What follows belongs to an exercise in optimizing a design on an open flow for small area; a production flow would make more cautious choices.
Function was checked by simulation only, so behaviour that the tests miss may differ from the original.
No activity file was given, so power comes from the tool's default toggle rates.

### flow/design.v
`timescale 1ns / 1ps
module clkDivider(clk, rst, clkOut, tick);
input clk;
input rst;
output reg clkOut;
output tick;
parameter DIV = 200;    
reg [31:0] count;
assign tick = (count == DIV-1) && (clkOut == 0);
always@(posedge clk or posedge rst)
begin
    if (rst == 1)
    begin
        clkOut <= 0;
        count <= 0;
    end
    else if (count == DIV-1)
    begin
        clkOut <= ~clkOut;
        count <= 0;
    end
    else
        count <= count + 1;
end
endmodule
`timescale 1ns / 1ps
module clockdividersw(clk, rst, clkOutsw, tick);
input clk;
input rst;
output reg clkOutsw;
output tick;
parameter DIV = 2;      
reg [31:0] count;
assign tick = (count == DIV-1) && (clkOutsw == 0);
always@(posedge clk or posedge rst)
begin
    if (rst == 1)
    begin
        clkOutsw <= 0;
        count <= 0;
    end
    else if (count == DIV-1)
    begin
        clkOutsw <= ~clkOutsw;
        count <= 0;
    end
    else
        count <= count + 1;
end
endmodule
`timescale 1ns / 1ps
module digital_clock(
input clk,
input rst,
input set,
input hrup,
input minup,
input clockdisplay,
input alarm,
input set_alarm,
input alarmhrs_up,
input alarmmins_up,
output reg alarm_triggered,
input stopwatch,
input stopwatchstart,
input stopwatchreset,
output reg [3:0] Anode_Activation,
 output reg[6:0] Cathode_Activation,
 output reg[4:0]hours,
 output reg [5:0] stopwatch_mins
 );
reg  [4:0]set_alarm_hours;
reg  [5:0]set_alarm_mins;
reg [6:0] stopwatch_ms;
reg [5:0] stopwatch_secs;
wire divclk;
wire clocksw;
wire tick;
wire ticksw;
reg [5:0] secs;
reg [5:0]mins;
clkDivider clkDividerInst(clk,rst,divclk,tick);
clockdividersw stopwatchclkdivider1(clk,rst,clocksw,ticksw);
always @(posedge clk or posedge rst)
begin
    if (rst == 1)
    begin
        secs <= 0;
        mins <= 0;
        hours <= 0;
        alarm_triggered <= 0;
    end 
    else if (tick)
    begin
        if (alarm==1 && set_alarm_hours == hours && set_alarm_mins == mins)
            alarm_triggered <= 1;
        else
            alarm_triggered <= 0;
        if (set == 1)
        begin
            if (minup == 1) begin
                mins <= mins + 1;
                if(mins==59)
                mins<=0;
                end
            if (hrup == 1)begin
                hours <= hours + 1;
                if (hours==23)
                hours<=0;
                end
        end
        else
        begin
            if (secs == 59)
            begin
                secs <= 0;
                if (mins == 59)
                begin
                    mins <= 0;
                    if (hours == 23)
                        hours <= 0;
                    else
                        hours <= hours + 1;
                end
                else
                    mins <= mins + 1;
            end
            else
                secs <= secs + 1;
        end
    end
end
always @(posedge clk or posedge rst) begin
    if (rst == 1) begin
        set_alarm_hours <= 0;
        set_alarm_mins <= 0;
    end
    else if (tick) begin
        if (set_alarm == 1) begin
            if (alarmhrs_up) begin
                if (set_alarm_hours == 23)
                    set_alarm_hours <= 0;
                else
                    set_alarm_hours <= set_alarm_hours + 1;
            end
            if (alarmmins_up) begin
                if (set_alarm_mins == 59)
                    set_alarm_mins <= 0;
                else
                    set_alarm_mins <= set_alarm_mins + 1;
            end
        end
    end
end
always @(posedge clk or posedge rst)
begin
if (rst == 1)
begin
stopwatch_ms<=0;
stopwatch_secs<=0;
stopwatch_mins<=0;
end
else if (ticksw)
begin
if(stopwatchreset==1)
begin
stopwatch_ms<=0;
stopwatch_secs<=0;
stopwatch_mins<=0;
end
else if(stopwatch==1 && stopwatchstart==1)
begin
stopwatch_ms<=stopwatch_ms+1;
if(stopwatch_ms==99)
begin
stopwatch_secs<=stopwatch_secs+1;
stopwatch_ms<=0;
if(stopwatch_secs==59)
begin
stopwatch_mins<=stopwatch_mins+1;
stopwatch_secs<=0;
end
end
end
end
end
reg [3:0] LED_BCD;
reg [5:0] refresh_counter;    
wire [1:0] LED_activation_counter;
always @(posedge clk or posedge rst) begin
    if (rst == 1) begin
        refresh_counter <= 0;
    end else begin
        refresh_counter <= refresh_counter + 1;
    end
end
assign LED_activation_counter = refresh_counter[5:4];
always @(*) begin
    LED_BCD = 0;
    case(LED_activation_counter)
    2'b00: begin
        Anode_Activation = 4'b0111; 
        if(set_alarm==1 && stopwatch==0)
        LED_BCD=set_alarm_hours/10;
        else if(stopwatch==1 && set_alarm==0)
        LED_BCD=stopwatch_secs/10;
        else
        LED_BCD = mins/10;
    end
    2'b01: begin
        Anode_Activation = 4'b1011; 
        if(set_alarm==1 && stopwatch==0)
        LED_BCD=set_alarm_hours%10;
        else if(stopwatch==1 && set_alarm==0)
        LED_BCD=stopwatch_secs%10;
        else
        LED_BCD = mins%10;
    end
    2'b10: begin
        Anode_Activation = 4'b1101; 
        if(set_alarm==1 && stopwatch==0)
        LED_BCD=set_alarm_mins/10;
        else if(stopwatch==1 && set_alarm==0)
        LED_BCD=stopwatch_ms/10;
        else
        LED_BCD = secs/10;
    end
    default: begin
        Anode_Activation = 4'b1110; 
        if(set_alarm==1 && stopwatch==0)
        LED_BCD=set_alarm_mins%10;
        else if(stopwatch==1 && set_alarm==0)
        LED_BCD=stopwatch_ms%10;
        else
        LED_BCD = secs%10;
    end
    endcase
end
always @(*) begin
    case(LED_BCD)
    4'b0000: Cathode_Activation = 7'b0000001;  
    4'b0001: Cathode_Activation = 7'b1001111;  
    4'b0010: Cathode_Activation = 7'b0010010;  
    4'b0011: Cathode_Activation = 7'b0000110;  
    4'b0100: Cathode_Activation = 7'b1001100;  
    4'b0101: Cathode_Activation = 7'b0100100;  
    4'b0110: Cathode_Activation = 7'b0100000;  
    4'b0111: Cathode_Activation = 7'b0001111;  
    4'b1000: Cathode_Activation = 7'b0000000;  
    4'b1001: Cathode_Activation = 7'b0000100;  
    default: Cathode_Activation = 7'b0000001;  
    endcase
end
endmodule
### flow/run.sh
#!/bin/bash
# synth_recipe.tcl (not shown) runs the flow's synth.tcl, then flattens the netlist and writes it again
# the make line also repeats each setting of config.mk as NAME=value (left out here)
make -C /OpenROAD-flow-scripts/flow DESIGN_CONFIG=/design/flow/config.mk WORK_HOME=/design/flow/orfs CLKGATE_MAP_FILE= SYNTH_SCRIPT=/design/flow/synth_recipe.tcl finish
### flow/config.mk
export PLATFORM = sky130hd
export DESIGN_NAME = digital_clock
export DESIGN_NICKNAME = digital_clock
export VERILOG_FILES = /design/flow/design.v
export SDC_FILE = /design/flow/constraint.sdc
export NUM_CORES = 4
export LEC_CHECK = 0
export CAP_MARGIN = 20
export CORE_MARGIN = 2
export CORE_UTILIZATION = 40
export SLEW_MARGIN = 20
### flow/constraint.sdc
create_clock -name core_clock -period 12.0 [get_ports {clk}]
set_input_delay 2.4000 -clock core_clock [delete_from_list [all_inputs] [get_ports {clk}]]
set_output_delay 2.4000 -clock core_clock [all_outputs]
set_load 0.01 [all_outputs]
==> results by group <==
STA
  – Period utilization: ~89%
  – F_max: 93.71 MHz
  – WHS: ~0.47 ns
  – Setup slack after layout: roughly 1.3 ns
  – Final setup viols: 0
  – Final slew viol count: 0
  – Total Neg Setup Slack: 0 ns
  – Final Hold Vio Count: 0
  – Tmin final: approximately 11 ns
  – Skew final: 0.007687 ns
  – Max_slew headroom: 35.30%
  – Worst slew pin tran: between 0.9 and 1 ns
  – RSZ-0062 raised after global routing: false

GRT
  – All-Layer GR Usage: 16.85%
  – Initial antenna violation count: 0
  – First-pass GRT wire length: 26820 um
  – Total grt overflow: 0
  – Largest net degree at the start of global routing: 71
  – Via count of the first global-routing pass: 5476

Drt
  – Routed wire per std cell: 14.94 um
  – Drt drc: 0
  – Via count: between 5000 and 6000
  – Initial detailed-routing violation count: ~330
  – Wirelength, routed: 15470 um
  – Pre-Repair DR Iteration Count: 5
  – Vias per cell: 5.482
  – Antenna Nets Post-Route: 0

Clock network
  – Hold buffer count at cts: 0
  – CTS tree: yes
  – Buffer count from post-CTS setup fixing: 0
  – Root buf cell: clkbuf_16
  – H-tree depth: 4
  – # clock sinks: between 100 and 150
  – Max Root-Sink Buffers: 2
  – Post-cts resize count: 0
  – Total CTS buffers: 17
  – Clock latency (worst-skew pair): 0.42 ns
  – Clock transition at path regs: 0.05 ns

Setup path
  – Crit-path cells: clkdlybuf4s50_1, buf_4, mux2_1, o22ai_1, o21ai_2, a211o_1, nand2_1, ha_1, inv_1, a41oi_1, and2_1, a21oi_1, a211oi_1, xnor2_1, ha_1, a41oi_1, a2111oi_0, a311o_1, clkinv_2, ha_1, mux2_2, a22o_1, clkdlybuf4s50_1
  – Max incr delay on CP: 0.85 ns
  – R2r startpoint: stopwatchclkdivider1.count[1]
  – Worst r2r path cells: 9
  – Stages on worst setup path: 23
  – R2r endpoint: stopwatch_mins[4]
  – Setup Crit Path Kind: in2out
  – CP top delay family: compound AO/OA/AOI/OAI gates
  – Buf/Inv on CP: 5
  – Worst-path maximum fanout: 15
  – Worst reg-to-reg setup slack: 8.72 ns
  – CP max stage cell: clkdlybuf4s50_1
  – Most frequent CP cell: ha_1
  – Setup crit end: Cathode_Activation[2]
  – Worst Setup SP: set_alarm
  – CP arrival: 8.27 ns
  – CP required: between 9 and 10 ns
  – Startpoint Class: input pin
  – Crit. End Element: output port

Yosys
  – Sequential-to-total area share from yosys stat: 41.59%
  – Post-Syn Instances: 763
  – Synth area leader: dfrtp_1
  – Count leader, synth: dfrtp_1
  – Top post-synthesis cells by count: dfrtp_1, nand2_1, xnor2_1
  – Post-Syn Area: 7221 sq um
  – Synthesized area per cell: 9.464 sq um
  – Post-synth EDFFs: 0
  – Yosys cell types: 82
  – Synth Net Count: ~800
  – Ys async rst share: 100.0%
  – Top cell type's share of synthesized area: approximately two fifths
  – Seq cells post-synth: 120
  – Largest cells by area after synthesis: dfrtp_1, xnor2_1, nand2_1
  – Yosys warning total: 3
  – Predominant post-synthesis flop cell: dfrtp_1

Final layout
  – Ant. Diodes: 0
  – Final Cell Area: 8338 sq um
  – Layout net count: 825
  – Area Growth Syn to Fin: 15.47%
  – Share of post-route cells with drive strength above 1: 9.057%

Worst hold path
  – Worst Hold Class: reg2reg
  – Hold Crit Depth: 1

Placed design
  – Pre-CTS setup slack: between 1 and 1.5 ns
  – Input/output buffers: 34
  – Dpl hpwl: 10640 um
  – Final Wtd Congestion: 0.8757
  – Placement Cell Area: 7752 sq um

Power
  – PD cells: about 120 nW/um^2
  – Leakage power: 0.003504 uW
  – VDD IR-drop max: 0.0001079 V
  – Total power: slightly above 1000 uW

Run status
  – Outcome: finished clean

Die
  – Die width: around 140 um
  – Core area: 17840 sq um
  – Ports: 36
  – Starting density of the core: approximately 40%
  – Die Span Y: 138.4 um
  – Die Area: 19140 sq um
  – Rows: 49

Job
  – Max-cap violation count: 0
[cells by family after synthesis]
kind of cell | after synthesis | share of synthesized area [%]
muxes | 38 | 5.580
DFF | 120 | 41.59
adders and majority gates | 20 | 3.431
AOI/OAI and AO/OA | 124 | 11.99
xor gates and xnor gates | 89 | 10.80
and+or+nand+nor | 319 | 23.43
buffers and inverters | 53 | 3.188
[how the worst min path moves through the flow]
stage / startpoint / endpoint / slack [ns]
3_3_place_gp: clkDividerInst.clkOut / clkDividerInst.clkOut / 0.46
6_report: refresh_counter[0] / refresh_counter[0] / 0.47
3_5_place_dp: refresh_counter[0] / refresh_counter[0] / 0.47
2_1_floorplan: refresh_counter[0] / refresh_counter[0] / 0.44
5_1_grt: refresh_counter[0] / refresh_counter[0] / 0.49
4_1_cts: refresh_counter[0] / refresh_counter[0] / 0.48
[final cells by class]
cell class	instances	area, sq um
flip-flops and latches	120	3003
multi-input cells	590	3988
repair buffers	39	377.9
clock buffers	24	491.7
fillers	1675	9503
inverters	25	97.59
clock inverters	8	93.84
well taps	229	286.5
[stage by stage]
stage	utilization, %	instances
after floorplan	-	763
after global placement	43.45	1003
after global routing	46.74	1035
after CTS	46.74	1035
after detailed placement	43.45	1003
final	46.74	1035
[registers in the layout, indices dropped and copies added (netlist names), 5 cells and up]
register,count
stopwatch_mins,6
set_alarm_mins,6
set_alarm_hours,5
hours,5
stopwatch_ms,7
clkDividerInst.count,32
stopwatch_secs,6
secs,6
refresh_counter,6
mins,6
stopwatchclkdivider1.count,32
[report_power, final]
part | total [uW] | leakage [uW] | internal, uW | switching (uW)
Sequential | 417 | 0.00163 | 410 | 6.73
Combinational | 89.7 | 0.00158 | 40.3 | 49.4
Clock | 506 | 0.000294 | 326 | 180
[placed cells by master (no fill, tap or decap), types with 4 or more instances in the layout]
cell and count:
a21oi_1 16, or2_2 4, buf_4 5, or3b_1 5, o31ai_1 7, nor4_1 16
dfrtp_1 120, nor2b_1 10, mux2i_1 22, clkbuf_8 4, o2111ai_1 4, xnor2_1 73
clkinv_2 6, nand2_1 76, and4_1 10, nor3_1 17, and3_1 14, inv_1 21
xor2_1 16, mux2_2 13, a211oi_1 7, nor2_1 49, clkbuf_16 17, nor3b_1 5
a31oi_1 4, ha_1 19, nand4_1 32, clkdlybuf4s50_1 34, and2_1 8, o21ai_0 39
nand3_1 45, or3_1 6, nand2b_1 7
[worst register-to-register path: cells and delay by family, from the launching register on]
| kind | cells | cell delay (ns) |
|---|---|---|
| buffers and inverters | 1 | 0.06 |
| and+or+nand+nor | 6 | 2.39 |
| AOI/OAI and AO/OA | 1 | 0.22 |
| adders and majority gates | 1 | 0.12 |
| DFF | 1 | 0.39 |
[layer usage]
metal / vias to the layer above / wire (um) / share of wire, % / GRT usage, %
met4: 0 / 265 / 1.7 / 6.069
met5: - / 0 / 0 / 0
met3: 21 / 474 / 3.1 / 3.706
met2: 100 / 7199 / 47 / 26.68
li1: 2830 / - / - / -
met1: 2723 / 7526 / 49 / 22.85

-- static timing again, ports no longer ideal --
In the flow no input, the clock included, has a driving cell. The finished layout below was timed again as built, in two steps. Step 1, drivers: a clkbuf_16 drives clk and a buf_2 each remaining input, both assumed. Step 2 moves the port delays by t, midway between the first and last clock arrival at a register: inputs arrive t later, outputs are due t later. That takes back most of the time a late clock gives input paths. Three values: no drivers, after step 1, after step 2; two values: the first two.
t, ns: 0.457
setup WS [ns]: 1.329 / 1.305 / 1.305
worst hold slack (ns): 0.474 / 0.474 / 0.474
After both steps this run still meets setup and hold. The setup slack of this run moves by -0.024 ns with the drivers and by -0.024 ns with both steps.
